Context: an optimization exercise on an open-source flow, tuned for small area. The choices shown serve that exercise and are no tape-out recipe. Function was checked by simulation only, so behaviour that the tests miss may differ from the original. No activity file was given, so power comes from the tool's default toggle rates.

==> flow/design.v (outline; a module is shown in full before it is edited, if it fits) <==
// module tv80_reg: 41 lines
// module tv80_alu: 356 lines
// module tv80_mcode: 2185 lines
// module tv80_core: 1158 lines
// module tv80s: 111 lines
module tv80s
#(
    parameter Mode    = 0,   
    parameter T2Write = 1,   
    parameter IOWait  = 1    
)
(
    input         reset_n, 
    input         clk, 
    input         cen,       
    input         wait_n, 
    input         int_n, 
    input         nmi_n, 
    input         busrq_n, 
    output        busak_n, 
    output        m1_n, 
    output        mreq_n, 
    output        iorq_n, 
    output        rd_n, 
    output        wr_n, 
    output        rfsh_n, 
    output        halt_n, 
    output [15:0] A, 
    input  [7:0]  di,
    output [7:0]  dout
);
  // ...
==> flow/run.sh <==
#!/bin/bash
# synth_recipe.tcl (not shown) runs the flow's synth.tcl, then flattens the netlist and writes it again
# the make line also repeats each setting of config.mk as NAME=value (left out here)
make -C /OpenROAD-flow-scripts/flow DESIGN_CONFIG=/design/flow/config.mk WORK_HOME=/design/flow/orfs CLKGATE_MAP_FILE= SYNTH_SCRIPT=/design/flow/synth_recipe.tcl finish
==> flow/config.mk <==
export PLATFORM = sky130hd
export DESIGN_NAME = tv80s
export DESIGN_NICKNAME = tv80s
export VERILOG_FILES = /design/flow/design.v
export SDC_FILE = /design/flow/constraint.sdc
export NUM_CORES = 8
export LEC_CHECK = 0
export CAP_MARGIN = 20
export CORE_MARGIN = 2
export CORE_UTILIZATION = 40
export SLEW_MARGIN = 20
==> flow/constraint.sdc <==
create_clock -name core_clock -period 10.0 [get_ports {clk}]
set_input_delay 2.0000 -clock core_clock [delete_from_list [all_inputs] [get_ports {clk}]]
set_output_delay 2.0000 -clock core_clock [all_outputs]
set_load 0.01 [all_outputs]
==> out/results.ini, run 1 <==
[status]
outcome = complete, no violations

[worst_setup_path]
crit_family = compound AO/OA/AOI/OAI gates
critPathSlowestCell = ha_1
crit_buf_inv = 2
critPathMaxFanout = 25
crit_type = reg2reg
r2r_setup_slack_ns = 0.68

[synthesis]
synth_top_area_share_pct = 14.73
synth-seq-cells = 358
yosys_warnings = 5
yosys-top-cells-count = nand2_1 (547), nor2_1 (429), a21oi_1 (346)
synth-edff-count = 170

[timing]
tightest_slew_ns = 1.218
max_freq_mhz = 107.2
final_hold_viol_count = 0
hold_ws_ns = 0.4722
fin_skew_ns = 0.02605

[layout]
seq_share_pct = 25.84
num-nonclk-inverters = 124
buf_share_pct = 5.580
multi_input_cells = 3575
nets = 4493
drive_above_1_share_pct = 12.59

[pwr]
top_power_group = combinational logic
seqPwrFrac_pct = 17.7
p_sw_share_pct = 59.03
p_clk_w = 0.00168
irDropWorstVdd_mv = 0.2523
p_comb_share_pct = 73.0

[clock_network]
numCtsBuffers = 44
cts.clk_slew.worst_paths_ns = 0.06

[routing]
wl_met2_um = 84820
detail-route-antenna-nets = 0
viasPerCell = 7.268
routed_wl_um = 212500

[global_routing]
use_met3_pct = 17.65
grt_max_degree = 70

[floorplan]
std_cell_rows = 107
initial_utilization_pct = 40.50
core_area_um2 = 85550

==> run 2: changes to the inputs <==
--- a/flow/config.mk
+++ b/flow/config.mk
@@ -8,4 +8,6 @@
 export CAP_MARGIN = 20
 export CORE_MARGIN = 2
-export CORE_UTILIZATION = 40
+export CORE_UTILIZATION = 65
+export CTS_BUF_LIST = sky130_fd_sc_hd__clkbuf_4 sky130_fd_sc_hd__clkbuf_8
+export GPL_TIMING_DRIVEN = 0
 export SLEW_MARGIN = 20
==> run 2 against run 1 <==
  * The flow now stops in global routing (5_1_grt)
  * Synthesized area unchanged
  * Synthesized cell count stayed put
==> out/results.ini, run 2 <==
[clock_network]
cts_setup_buffers = 0
clockBufferDepth = 3
hold_buffers = 0
cts-root-buf = clkbuf_8
cts-htree-levels = 2
numCtsBuffers = 57  ; +30%
cts_num_sinks = 358

[synthesis]
synth-seq-cells = 358  ; unchanged
avgSynthCellArea_um2 = 7.820
synth_cell_types = 120
yosys-top-cells-count = nand2_1 (547), nor2_1 (429), a21oi_1 (346)
synth_area_leaders = edfxtp_1 (15%), dfrtp_1 (9.6%), nand2_1 (5.9%)
syn-cell-area_um2 = 34650
synthesis.instances = 4431
synth_top_area_share_pct = 14.73  ; unchanged
synthFlopType = edfxtp_1
synth-edff-count = 170  ; unchanged
yosys.area.top_type = edfxtp_1
synth_nets = 4557
yosys_warnings = 5  ; unchanged
synth_sequential_area_ratio_pct = 28.51
synthMostInstantiatedCell = nand2_1
async_reset_ff_share_pct = 52.51

[status]
error = [ERROR GRT-0116] Global routing finished with congestion. Check the congestion regions in the DRC Viewer.
outcome = did not finish
haltStage = global routing (5_1_grt)

[placement]
hpwlAfterDp_um = 140000
dpl-instance-area_um2 = 36180
io_buffers = 45
gp_congestion = 1.391

[floorplan]
die_x_um = 234.9
ios = 47
initial_utilization_pct = 65.80  ; +25 points
die_h_um = 234.9
std_cell_rows = 84  ; -21%

[global_routing]
grt_max_degree = 102

-- run 2: per-stage QoR --
step | util, % | setup slack [ns] | instances | power, W
after floorplan | - | 2.699 | 4431 | 0.01029
after global placement | 68.29 | -1.036 | 5164 | 0.01465
after detailed placement | 68.72 | -0.4071 | 5177 | 0.01486
after CTS | 71.13 | 0.02060 | 5278 | 0.01634
-- run 2: how the worst min path moves through the flow --
stage	end	cells after the start
after global placement	i_tv80_core.A[9]	2
after CTS	i_tv80_core.Fp[1]	2
after floorplan	i_tv80_core.Z16_r	2
after detailed placement	i_tv80_core.A[0]	2
-- run 2: cells by family after synthesis --
| logic type | count (synthesis) | synth area share, % |
|---|---|---|
| flip-flops | 358 | 28.51 |
| XOR/XNOR | 100 | 2.549 |
| buffers and inverters | 498 | 5.973 |
| other | 1 | 0.01082 |
| adder cells (fa/ha/maj) | 113 | 4.239 |
| AO/OA/AOI/OAI | 1569 | 30.08 |
| AND/OR/NAND/NOR | 1595 | 21.56 |
| multiplexers | 197 | 7.074 |
-- run 2: timing repair --
item                                    CTS
endpoints found under the hold margin     0
cloned                                    0
resized for setup                         5
endpoints found under the setup margin   17
-- run 2: power groups by stage --
| stage | combinational (W) | clock, W | sequential (W) |
|---|---|---|---|
| after floorplan | 0.00778 | 0 | 0.00251 |
| after global placement | 0.0120 | 0 | 0.00266 |
| after detailed placement | 0.0122 | 0 | 0.00268 |
| after CTS | 0.0123 | 0.00141 | 0.00266 |

==> static timing again, ports no longer ideal <==
No port has a modelled driver above. Below, the same layout with a new extraction and two added sets of constraints.
Step 1 assumes that a clkbuf_16 drives the clock port and a buf_2 every other input.
Step 2 also shifts input and output timing later by t, the mid clock arrival at the registers, as if the neighbouring blocks saw the same clock.
Three values: ideal ports, drivers, drivers and shift; two values: the first two.
run: run 1
t (ns): 0.704
setup WS [ns]: 0.676 / 0.676 / 0.676
worst hold slack (ns): 0.472 / 0.472 / 0.472
After both steps setup and hold are still met in run 1. The setup slack of run 1 moves by 0.000 ns with the drivers and by 0.000 ns with both steps.
